Background: an optimization exercise with open tools, aiming at small area, a short achievable clock period and few clock cycles per item. Do not read the settings as production practice. The RTL was checked by simulation tests, not by an equivalence proof against the original design. Power is estimated from default activity; no workload was simulated.

==> flow/design.v (excerpt) <==
module product_gen
#(
parameter WORD_SIZE=29
)
(
  input wire clk,
  output wire[2*WORD_SIZE-1:0] sum1,
  input wire[WORD_SIZE-1:0] min,
  input wire[WORD_SIZE-1:0] q
);
  reg r1300;
  reg r1301;
  reg r1302;
  reg r1303;
  reg r1304;
  reg r1305;
  reg r1306;
  reg r1307;
  reg r1308;
  reg r1309;
  reg r1310;
  reg r1311;
  reg r1312;
  reg r1313;
  reg r1314;
  reg r1315;
  reg r1316;
  reg r1317;
  reg r1318;
  reg r1319;
  reg r1320;
  reg r1321;
  reg r1322;
  reg r1323;
  reg r1324;
  reg r1325;
  reg r1326;
  reg r1327;
  reg r1328;
  reg r1329;
  reg r1330;
  reg r1331;
  reg r1332;
  reg r1333;
  reg r1334;
  reg r1335;
  reg r1336;
  reg r1337;
  reg r1338;
  reg r1339;
  reg r1340;
  reg r1341;
  reg r1342;
  reg r1343;
  reg r1344;
  reg r1345;
  reg r1346;
  reg r1347;
  reg r1348;
  reg r1349;
  reg r1350;
  reg r1351;
  reg r1352;
  reg r1353;
  reg r1354;
  reg r1355;
  reg r1356;
  reg r1357;
  reg r1358;
  reg r1359;
  reg r1360;
  reg r1361;
  reg r1362;
  reg r1363;
  reg r1364;
  reg r1365;
  reg r1366;
  reg r1367;
  reg r1368;
  reg r1369;
  reg r1370;
  reg r1371;
  reg r1372;
  reg r1373;
  reg r1374;
  reg r1375;
  reg r1376;
  reg r1377;
  reg r1378;
  reg r1379;
  reg r1380;
  reg r1381;
  reg r1382;
  reg r1383;
  reg r1384;
  reg r1385;
  reg r1386;
  reg r1387;
  reg r1388;
  reg r1389;
  reg r1390;
  reg r1391;
  reg r1392;
  reg r1393;
  reg r1394;
  reg r1395;
  reg r1396;
  reg r1397;
  reg r1398;
  reg r1399;
  reg r1400;
  reg r1401;
  reg r1402;
  reg r1403;
  reg r1404;
  reg r1405;
  reg r1406;
  reg r1407;
  reg r1408;
  reg r1409;
  reg r1410;
  reg r1411;
  reg r1412;
  reg r1413;
  reg r1414;
  reg r1415;
  reg r1416;
  reg r1417;
  reg r1418;
  ...
For scale: about 2100 cells after synthesis, about 120 I/O pins, ~22000 um^2 of cells after synthesis.
==> flow/config.mk <==
export PLATFORM = sky130hd
export DESIGN_NAME = product_gen
export DESIGN_NICKNAME = product_gen
export VERILOG_FILES = /design/flow/design.v
export SDC_FILE = /design/flow/constraint.sdc
export NUM_CORES = 4
export LEC_CHECK = 0
export CAP_MARGIN = 20
export CORE_MARGIN = 2
export CORE_UTILIZATION = 50
export SETUP_SLACK_MARGIN = 0.3
export SLEW_MARGIN = 20
export SYNTH_HIERARCHICAL = 1
export SYNTH_MINIMUM_KEEP_SIZE = 0
==> flow/constraint.sdc <==
create_clock -name core_clock -period 5.0 [get_ports {clk}]
set_input_delay 1.0000 -clock core_clock [delete_from_list [all_inputs] [get_ports {clk}]]
set_output_delay 1.0000 -clock core_clock [all_outputs]
set_load 0.01 [all_outputs]
standard.sh (not shown) runs the stock make flow with config.mk's settings and CLKGATE_MAP_FILE= SYNTH_SCRIPT=/design/flow/synth_recipe.tcl, a recipe that flattens the netlist after the stock synthesis.
==> flow/flow/run.sh <==
#!/bin/bash
set -uo pipefail
export BUFFER_PORTS_ARGS="-buffer_cell sky130_fd_sc_hd__buf_4"
bash standard.sh > standard.log 2>&1
Testbench counts at the start, summed over its fixed seeds: cycles 512, items 512.
Change:
==> flow/flow/run.sh (replaced) <==
#!/bin/bash
set -uo pipefail
export BUFFER_PORTS_ARGS="-buffer_cell sky130_fd_sc_hd__buf_4"
export RECOVER_POWER=100
bash standard.sh > standard.log 2>&1
CORE_UTILIZATION = 60   (was 50)
SETUP_SLACK_MARGIN = 0.5   (was 0.3)
=> The changed run finished with timing, DRC and antenna clean. Design area is lower by about 0.8%. Total power is lower by 1.0%. Critical path depth is lower by 2. Synthesized area stays the same.
Change:
==> flow/flow/run.sh (replaced) <==
#!/bin/bash
set -uo pipefail
export BUFFER_PORTS_ARGS="-buffer_cell sky130_fd_sc_hd__buf_4"
bash standard.sh > standard.log 2>&1
SETUP_SLACK_MARGIN = 0.7   (was 0.5)
After rerunning:
- The new run completed without violations
- total power grows by 8.0%
- clock-buffer cell count shrinks by 1
- cell count grows by 0.79%
- cell area grows by 5.9%
- worst setup slack improved by 0.30 ns
- utilization grows by 4.0 points
- maximum frequency grows by 7.0%
- wire length grows by 1.9%
- die area does not change
Change:
==> flow/run.sh (new file) <==
#!/bin/bash
# synth_recipe.tcl (not shown) runs the flow's synth.tcl, then flattens the netlist and writes it again
# the make line also repeats each setting of config.mk as NAME=value (left out here)
make -C /OpenROAD-flow-scripts/flow DESIGN_CONFIG=/design/flow/config.mk WORK_HOME=/design/flow/orfs CLKGATE_MAP_FILE= SYNTH_SCRIPT=/design/flow/synth_recipe.tcl finish
CORE_UTILIZATION = 55   (was 60)
SETUP_SLACK_MARGIN = 1.0   (was 0.7)
removed: flow/flow/run.sh
removed: flow/standard.sh
The new run finished with timing, DRC and antenna clean. Combinational power came out higher by 24%. Total power went up by 19%. Clock-buffer cell count is higher by 1. Final area rises by 23%. Via count is higher by 13%. Global-route usage grows by 5.1 points. Cell count climbs by 11%. Die area climbs by 8.9%. First-iteration DRC count rises by 40%. Fmax shrinks by 0.89%. Flip-flop and latch count stays the same.

==> re-timing with driven ports <==
How much do the figures lean on ideal ports? The routed layouts below were timed once more, with nothing changed but the port constraints.
Step 1 assumes that a clkbuf_16 drives the clock port and a buf_2 every other input.
Step 2 also shifts input and output timing later by t, the mid clock arrival at the registers, as if the neighbouring blocks saw the same clock.
a / b / c = ideal / step 1 / step 2; a / b = the first two.
| run | t, ns | setup slack, ns | hold slack, ns | worst setup path after step 2 | latest minus earliest clock arrival (ns) |
|---|---|---|---|---|---|
| the first run | 0.544 | 0.465 / 0.405 / 0.065 | 0.712 / 0.677 / 1.221 | input to register | 0.023 / 0.023 |
| the second run | 0.514 | 0.340 / 0.345 / -0.139 | 0.839 / 0.809 / 1.323 | input to register | 0.017 / 0.017 |
| the third run | 0.514 | 0.643 / 0.586 / 0.239 | 0.710 / 0.686 / 1.201 | input to register | 0.009 / 0.009 |
| the fourth run | 0.530 | 0.604 / 0.542 / 0.238 | 1.046 / 1.006 / 1.536 | input to register | 0.025 / 0.025 |
With both steps, setup timing fails in the second run, where it was met with ideal ports. For the second run, which loses most, drivers alone change the setup slack by +0.005 ns; drivers and shift together by -0.479 ns.
